Background: an optimization exercise with open tools, aiming at small area. Do not read the settings as production practice. Function was checked by simulation only, so behaviour that the tests miss may differ from the original. Power figures rest on the tool's default switching activity, not on a simulated workload.

==> flow/design.v <==
module VGA
#(
	parameter HS_Tpw640_480 = 16'd95,
	parameter HS_Ts640_480 = 16'd799,
	parameter VS_Tpw640_480 = 16'd1,
	parameter VS_Ts640_480 = 16'd524,
	parameter HS_Tbp640_480 = 16'd48,
	parameter HS_Tfp640_480 = 16'd17,
	parameter VS_Tbp640_480 = 16'd33,
	parameter VS_Tfp640_480 = 16'd11,
	parameter HS_Tpw800_600 = 16'd119,
	parameter HS_Ts800_600 = 16'd1039,
	parameter VS_Tpw800_600 = 16'd5,
	parameter VS_Ts800_600 = 16'd665,
	parameter HS_Tbp800_600 = 16'd64,
	parameter HS_Tfp800_600 = 16'd57,
	parameter VS_Tbp800_600 = 16'd23,
	parameter VS_Tfp800_600 = 16'd38
)
(
	input clk,
	input rst_n,
	input sw,
	output [5:0] VGA_B,
	output [5:0] VGA_G,
	output [5:0] VGA_R,
	output VGA_HS,
	output VGA_VS
);
reg [1:0] ph;
wire ta = (ph == 2'd0);
wire tb = ~ph[0];
always @(posedge clk, negedge rst_n)
	if (!rst_n) ph <= 2'd0;
	else ph <= ph + 2'd1;
reg [5:0] ahs;
reg [4:0] ahm;
reg [4:0] avs;
reg [4:0] avm;
reg ahsync, avsync;
wire ahs_end = (ahs == 6'd39);
wire ah_wrap = ahs_end && (ahm == 5'd19);
wire a_line  = (ahm == 5'd16) && (ahs == 6'd15);  
wire a_sync  = (ahm == 5'd16) && (ahs == 6'd17);  
wire a_hson  = (ahm == 5'd18) && (ahs == 6'd33);  
wire avs_end = (avs == 5'd29);
wire av_wrap = (avm == 5'd17) && (avs == 5'd14);
always @(posedge clk, negedge rst_n)
	if (!rst_n) begin
		ahs <= 6'd16;
		ahm <= 5'd16;
		avs <= 5'd10;
		avm <= 5'd16;
		ahsync <= 1'b0;
		avsync <= 1'b0;
	end
	else if (ta) begin
		if (ahs_end) begin
			ahs <= 6'd0;
			ahm <= ah_wrap ? 5'd0 : ahm + 5'd1;
		end
		else
			ahs <= ahs + 6'd1;
		if (a_line) begin
			if (av_wrap) begin
				avs <= 5'd0;
				avm <= 5'd0;
			end
			else if (avs_end) begin
				avs <= 5'd0;
				avm <= avm + 5'd1;
			end
			else
				avs <= avs + 5'd1;
		end
		if (a_sync)
			ahsync <= 1'b0;
		else if (a_hson)
			ahsync <= 1'b1;
		if (a_sync && avm == 5'd16 && avs == 5'd10)       
			avsync <= 1'b0;
		else if (a_sync && avm == 5'd16 && avs == 5'd12)  
			avsync <= 1'b1;
	end
wire a_hwin = (ahm < 5'd16 && !(ahm == 5'd0 && ahs == 6'd0)) || (ahm == 5'd16 && ahs == 6'd0);
wire a_on = a_hwin && !avm[4];
wire [3:0] a_r = ahm[4] ? 4'd0 : ahm[3:0];
wire [3:0] a_g = a_on ? avm[3:0] : 4'd0;
reg [5:0] bhs;
reg [4:0] bhm;
reg [5:0] bvs;
reg [4:0] bvm;
reg bhsync, bvsync;
wire bhs_end = (bhs == 6'd49);
wire bh_wrap = (bhm == 5'd20) && (bhs == 6'd39);
wire b_line  = (bhm == 5'd17) && (bhs == 6'd5);   
wire b_sync  = (bhm == 5'd17) && (bhs == 6'd7);   
wire b_hson  = (bhm == 5'd19) && (bhs == 6'd27);  
wire bvs_end = (bvs == {5'b10010, bvm[0]});        
wire bv_wrap = (bvm == 5'd17) && (bvs == 6'd28);
always @(posedge clk, negedge rst_n)
	if (!rst_n) begin
		bhs <= 6'd6;
		bhm <= 5'd17;
		bvs <= 6'd0;
		bvm <= 5'd17;
		bhsync <= 1'b0;
		bvsync <= 1'b0;
	end
	else if (tb) begin
		if (bh_wrap) begin
			bhs <= 6'd0;
			bhm <= 5'd0;
		end
		else if (bhs_end) begin
			bhs <= 6'd0;
			bhm <= bhm + 5'd1;
		end
		else
			bhs <= bhs + 6'd1;
		if (b_line) begin
			if (bv_wrap) begin
				bvs <= 6'd0;
				bvm <= 5'd0;
			end
			else if (bvs_end) begin
				bvs <= 6'd0;
				bvm <= bvm + 5'd1;
			end
			else
				bvs <= bvs + 6'd1;
		end
		if (b_sync)
			bhsync <= 1'b0;
		else if (b_hson)
			bhsync <= 1'b1;
		if (b_sync && bvm == 5'd17 && bvs == 6'd0)       
			bvsync <= 1'b0;
		else if (b_sync && bvm == 5'd17 && bvs == 6'd6)  
			bvsync <= 1'b1;
	end
wire b_hwin = (bhm < 5'd16 && !(bhm == 5'd0 && bhs == 6'd0)) || (bhm == 5'd16 && bhs == 6'd0);
wire b_on = b_hwin && !bvm[4];
wire [3:0] b_r = bhm[4] ? 4'd0 : bhm[3:0];
wire [3:0] b_g = b_on ? bvm[3:0] : 4'd0;
assign VGA_R = {2'b00, sw ? b_r : a_r};
assign VGA_G = {2'b00, sw ? b_g : a_g};
assign VGA_B = {3'b000, sw ? b_on : a_on, 2'b00};
assign VGA_HS = sw ? bhsync : ahsync;
assign VGA_VS = sw ? bvsync : avsync;
endmodule
make LEC_CHECK=0 CAP_MARGIN=20 CORE_MARGIN=2 CORE_UTILIZATION=70 CTS_BUF_LIST='sky130_fd_sc_hd__clkbuf_8 sky130_fd_sc_hd__clkbuf_16' CTS_CLUSTER_DIAMETER=500 CTS_CLUSTER_SIZE=60 SLEW_MARGIN=20 finish   # period 10.0 ns
run.sh (not shown) runs the stock make flow with config.mk's settings and CLKGATE_MAP_FILE= SYNTH_SCRIPT=/design/flow/synth_recipe.tcl, a recipe that flattens the netlist after the stock synthesis.
The first run completed with no timing, DRC or antenna violations.
==> next run, changes <==
Settings changed: CORE_UTILIZATION 70 to 40, CTS_BUF_LIST sky130_fd_sc_hd__clkbuf_8 sky130_fd_sc_hd__clkbuf_16 to default, CTS_CLUSTER_DIAMETER 500 to default, CTS_CLUSTER_SIZE 60 to default.
Effect: The new run passed the timing, DRC and antenna checks. Wire length is lower by 1.9%. Clock power is higher by 22%. Synthesized cell count does not change. Cell area is higher by about 2.8%.
==> next run, changes <==
==> flow/flow/run.sh (new file) <==
#!/bin/bash
# Standard layout with a lighter clock tree (no dummy loads, one cluster)
# and minimum-size port buffers. Output of each make step goes to the ORFS
# logs; the overall output goes to flow.log here.
set -euo pipefail
export CTS_ARGS="-sink_clustering_enable -repair_clock_nets -sink_clustering_size 100 -sink_clustering_max_diameter 500 -buf_list sky130_fd_sc_hd__clkbuf_16 -dont_use_dummy_load"
export BUFFER_PORTS_ARGS="-buffer_cell sky130_fd_sc_hd__buf_1"
bash standard.sh > flow.log 2>&1
==> flow/standard.sh (new file) <==
#!/bin/bash
# synth_recipe.tcl (not shown) runs the flow's synth.tcl, then flattens the netlist and writes it again
# the make line also repeats each setting of config.mk as NAME=value (left out here)
make -C /OpenROAD-flow-scripts/flow DESIGN_CONFIG=/design/flow/config.mk WORK_HOME=/design/flow/orfs CLKGATE_MAP_FILE= SYNTH_SCRIPT=/design/flow/synth_recipe.tcl "${@:-finish}"
removed: flow/run.sh
Sequential cell count stays the same.
Final cell count came out lower by 0.67%.
Wire length came out higher by 4.4%.
Design area came out lower by 1.9%.
Total power came out higher by 3.1%.

port drivers added, routing unchanged:
Ports are ideal in the flow. The routed layouts listed here were re-timed in OpenROAD. Step 1 (the two cells are an assumption about what drives the block):
set clk [get_ports {clk}]
set_driving_cell -lib_cell sky130_fd_sc_hd__clkbuf_16 $clk
set_driving_cell -lib_cell sky130_fd_sc_hd__buf_2 [delete_from_list [all_inputs] $clk]
Step 2 adds t to the input delays and takes it off the output delays; t is the mean of the earliest and latest rising clock arrival at the registers after step 1. Input paths then give back, and output paths get back, about the clock's delay inside the block. Slacks: ideal / step 1 / step 2; pairs: ideal / step 1.
run | t, ns | setup slack, ns | hold WS [ns] | latest minus earliest clock arrival (ns)
the first run | 0.330 | 3.973 / 3.948 / 3.948 | 0.499 / 0.499 / 0.499 | 0.010 / 0.011
the second run | 0.329 | 3.954 / 3.929 / 3.929 | 0.505 / 0.505 / 0.505 | 0.007 / 0.007
the third run | 0.322 | 4.649 / 4.625 / 4.625 | 0.501 / 0.501 / 0.501 | 0.014 / 0.015
After both steps setup and hold are still met in every run listed.
